This design comes from an exercise in tuning for small area on the open sky130 flow, not from production work.
Where RTL was checked, it was by simulation tests only, not by an equivalence proof against the original.
Power is estimated from default activity; no workload was simulated.

Setup of before:
==> flow/design.v <==
`timescale 1ns / 1ps
module UartLink(
    input  logic         clock,
    input  logic         reset,
    input  logic         RX,
    input  logic         ROUND_DONE,
    input  logic [191:0] dataFromMEM,
    output logic         TX,
    output logic         DONE_WRITING,
    output logic [191:0] dataToA,
    output logic [10:0]  addrA,
    output logic         weA,
    output logic [10:0]  addrtoMEM,
    output logic         memSel,
    output logic         DONE_TRANSMITTING
    );
    localparam logic [1:0] IDLE = 2'd0, START = 2'd1, DATA = 2'd2, STOP = 2'd3;
    logic [191:0] ring;
    logic [7:0]   c;        
    logic [7:0]   idx;      
    logic [9:0]   timer;    
    logic [2:0]   pkt;      
    logic [1:0]   cs;       
    logic         txm;      
    logic         waitm;    
    logic         txq;
    localparam logic [9:0] TSTART = 10'd5;
    wire tc   = (timer[4:0] == 5'd0) && (timer[7:6] == 2'd0) &&
                (txm ? !timer[8] : !timer[5]);
    wire cz   = (c == 8'd0);
    wire wrap = idx[7] & (&idx[5:0]);           
    wire ins  = !txm && (cs == DATA) && cz && !tc;
    assign weA = !txm && (cs == STOP) && cz;
    assign DONE_WRITING = weA && (pkt == 3'd7);
    logic [7:0] bsel; logic [23:0] bbit;
    always_comb begin
        bsel = 8'd0; bsel[idx[2:0]] = 1'b1;
        for (int i = 0; i < 24; i++) begin
            bbit[i] = 1'b0;
            for (int j = 0; j < 8; j++) bbit[i] = bbit[i] | (dataFromMEM[8*i+j] & bsel[j]);
        end
    end
    wire txbit = bbit[idx[7:3]];
    assign DONE_TRANSMITTING = txm && (cs == IDLE) && timer[1];
    always_ff @(posedge clock)
        ring <= {ins ? RX : ring[0], ring[191:1]};
    wire cdec = !(cs == DATA && tc);
    always_ff @(posedge clock)
        c <= (cz && cdec) ? 8'd191 : c - {7'd0, cdec};
    always_ff @(posedge clock)
        if ((cs == IDLE && !txm) || tc) timer <= TSTART;
        else                            timer <= {timer[8:0], timer[9] ^ timer[6]};
    wire idx_inc = (cs == DATA) && tc;
    wire wdone   = (idx[7:3] == 5'd0);
    wire pkt_inc = weA || (txm && (cs == STOP) && tc && wdone);
    always_ff @(posedge clock or posedge reset)
        if (reset) begin
            idx <= 8'd0;
            pkt <= 3'd0;
        end else begin
            idx <= (idx_inc && wrap) ? 8'd0 : idx + {7'd0, idx_inc};
            pkt <= pkt + {2'd0, pkt_inc};
        end
    always_ff @(posedge clock or posedge reset) begin
        if (reset) begin
            cs    <= IDLE;
            txm   <= 1'b0;
            waitm <= 1'b0;
            txq   <= 1'b1;
        end else begin
            txq <= !(txm && (cs == START || (cs == DATA && !txbit)));
            case (cs)
                IDLE: begin
                    if (txm) begin
                        if (timer[1]) txm <= 1'b0;
                    end
                    else if (waitm) begin
                        if (ROUND_DONE) begin
                            waitm <= 1'b0;
                            txm   <= 1'b1;
                            cs    <= START;
                        end
                    end else if (!RX)
                        cs <= START;
                end
                START: if (tc) cs <= DATA;
                DATA: if (tc) begin
                    if (idx[2:0] == 3'd7) cs <= (txm || wrap) ? STOP : IDLE;
                end
                STOP: if (!txm) begin
                    if (cz) cs <= IDLE;
                end else if (tc) begin
                    cs <= START;
                    if (wdone && pkt == 3'd7) cs <= IDLE;
                end
            endcase
            if (weA) begin
                if (pkt == 3'd7) begin
                    waitm <= 1'b1;
                    cs    <= IDLE;
                end
            end
        end
    end
    assign dataToA           = ring;
    assign addrA             = {{8{txm}}, pkt};
    assign addrtoMEM         = {{8{waitm}}, pkt};
    assign memSel            = txm;
    assign TX                = txq;
endmodule
export LEC_CHECK = 0
export CAP_MARGIN = 20
export CORE_MARGIN = 2
export CORE_UTILIZATION = 20
export PLACE_DENSITY = 0.7
export SLEW_MARGIN = 20
create_clock -name core_clock -period 10.0 [get_ports {clock}]
standard.sh (not shown) runs the stock make flow with config.mk's settings and CLKGATE_MAP_FILE= SYNTH_SCRIPT=/design/flow/synth_recipe.tcl, a recipe that flattens the netlist after the stock synthesis.
==> flow/flow/run.sh <==
#!/bin/bash
# The standard layout (standard.sh, ORFS) with these changes:
#  - synthesis is the standard flow's (synth_recipe.tcl) except that ABC maps the logic
#    with flow/abc_area.script, an area-oriented script;
#  - buffer_ports makes every port buffer from the smallest buffer cell;
#  - CTS uses small clock buffers, larger sink clusters and no dummy loads.
# Each tool's output is in flow.log and in ORFS's logs under orfs/logs.
set -o pipefail
here=$(pwd)
{
  head -n 1 synth_recipe.tcl
  cat <<EOT
proc abc {args} {
  set i [lsearch -exact \$args -script]
  if {\$i >= 0} { lset args [expr {\$i + 1}] $here/flow/abc_area.script }
  yosys abc {*}\$args
}
EOT
  tail -n +2 synth_recipe.tcl
} > my_synth.tcl
bash standard.sh \
  "SYNTH_SCRIPT=$here/my_synth.tcl" \
  'BUFFER_PORTS_ARGS=-buffer_cell sky130_fd_sc_hd__buf_1' \
  'CTS_ARGS=-sink_clustering_enable -repair_clock_nets -dont_use_dummy_load -buf_list {sky130_fd_sc_hd__clkbuf_4} -sink_clustering_size 12 -sink_clustering_max_diameter 40' \
  finish > flow.log 2>&1
==> flow/flow/abc_area.script <==
strash
&get -n
&deepsyn -T 15
&put
&get -n
&nf -p -a
&put
topo
stime -c
diff inputs: before => after
--- a/flow/design.v
+++ b/flow/design.v
@@ -49,12 +49,11 @@
         c <= (cz && cdec) ? 8'd191 : c - {7'd0, cdec};
     always_ff @(posedge clock)
         if ((cs == IDLE && !txm) || tc) timer <= TSTART;
         else                            timer <= {timer[8:0], timer[9] ^ timer[6]};
     wire idx_inc = (cs == DATA) && tc;
-    wire wdone   = (idx[7:3] == 5'd0);
-    wire pkt_inc = weA || (txm && (cs == STOP) && tc && wdone);
+    wire pkt_inc = weA || (txm && (cs == STOP) && tc && (idx == 8'd0));
     always_ff @(posedge clock or posedge reset)
         if (reset) begin
             idx <= 8'd0;
             pkt <= 3'd0;
         end else begin
@@ -89,11 +88,11 @@
                 end
                 STOP: if (!txm) begin
                     if (cz) cs <= IDLE;
                 end else if (tc) begin
                     cs <= START;
-                    if (wdone && pkt == 3'd7) cs <= IDLE;
+                    if (idx == 8'd0 && pkt == 3'd7) cs <= IDLE;
                 end
             endcase
             if (weA) begin
                 if (pkt == 3'd7) begin
                     waitm <= 1'b1;
Notes after the runs:
Looking at cell type of the slowest stage on the worst timing path, the nor3_1 result is from before; the nor4_1 one comes from after. Cmp after vs before: overall power after layout lower in after. Diff before -> after: transition time at the pin with the least slew margin picked up an extra 0.034 ns, worst hold slack up 0.042 ns. Share of synthesized area spent on multiplexers: after vs before — no meaningful difference. Compared with before, in after accumulated negative setup slack shows no meaningful change, worst slew margin relative to its limit dropped 2.3 points. Of after and before, the higher clock-cell share of area belongs to before. Between after and before, reported combinational group power is lower for before, after comes in above that. Non-clock buffer count, after vs before: down slightly. before -> after: area after synthesis flat. after and before ended up with roughly the same final area. Between after and before, it is after whose switching part of the total power is higher, by 0.20 points.
No functional check of the RTL was part of before.

port drivers added, routing unchanged:
The flow's constraints put no driver on any port. The routed layouts listed below were extracted and timed again, unchanged, in two steps.
Step 1: set_driving_cell puts a clkbuf_16 on clock and a buf_2 on each other input, an assumption about the parent block.
Step 2 adds t to the input delays and takes it off the output delays; t is the mean of the earliest and latest rising clock arrival at the registers after step 1. Input paths then give back, and output paths get back, about the clock's delay inside the block.
a / b / c = ideal ports / drivers / drivers and shift; a / b = the first two.
run	t, ns	setup slack, ns	latest minus earliest clock arrival (ns)	slew at the worst register clock pin (ns)
before	0.635	5.742 / 5.709 / 6.345	0.155 / 0.155	0.12 / 0.12
after	0.657	5.769 / 5.737 / 6.079	0.092 / 0.093	0.12 / 0.12
After both steps every run listed still meets setup and hold.
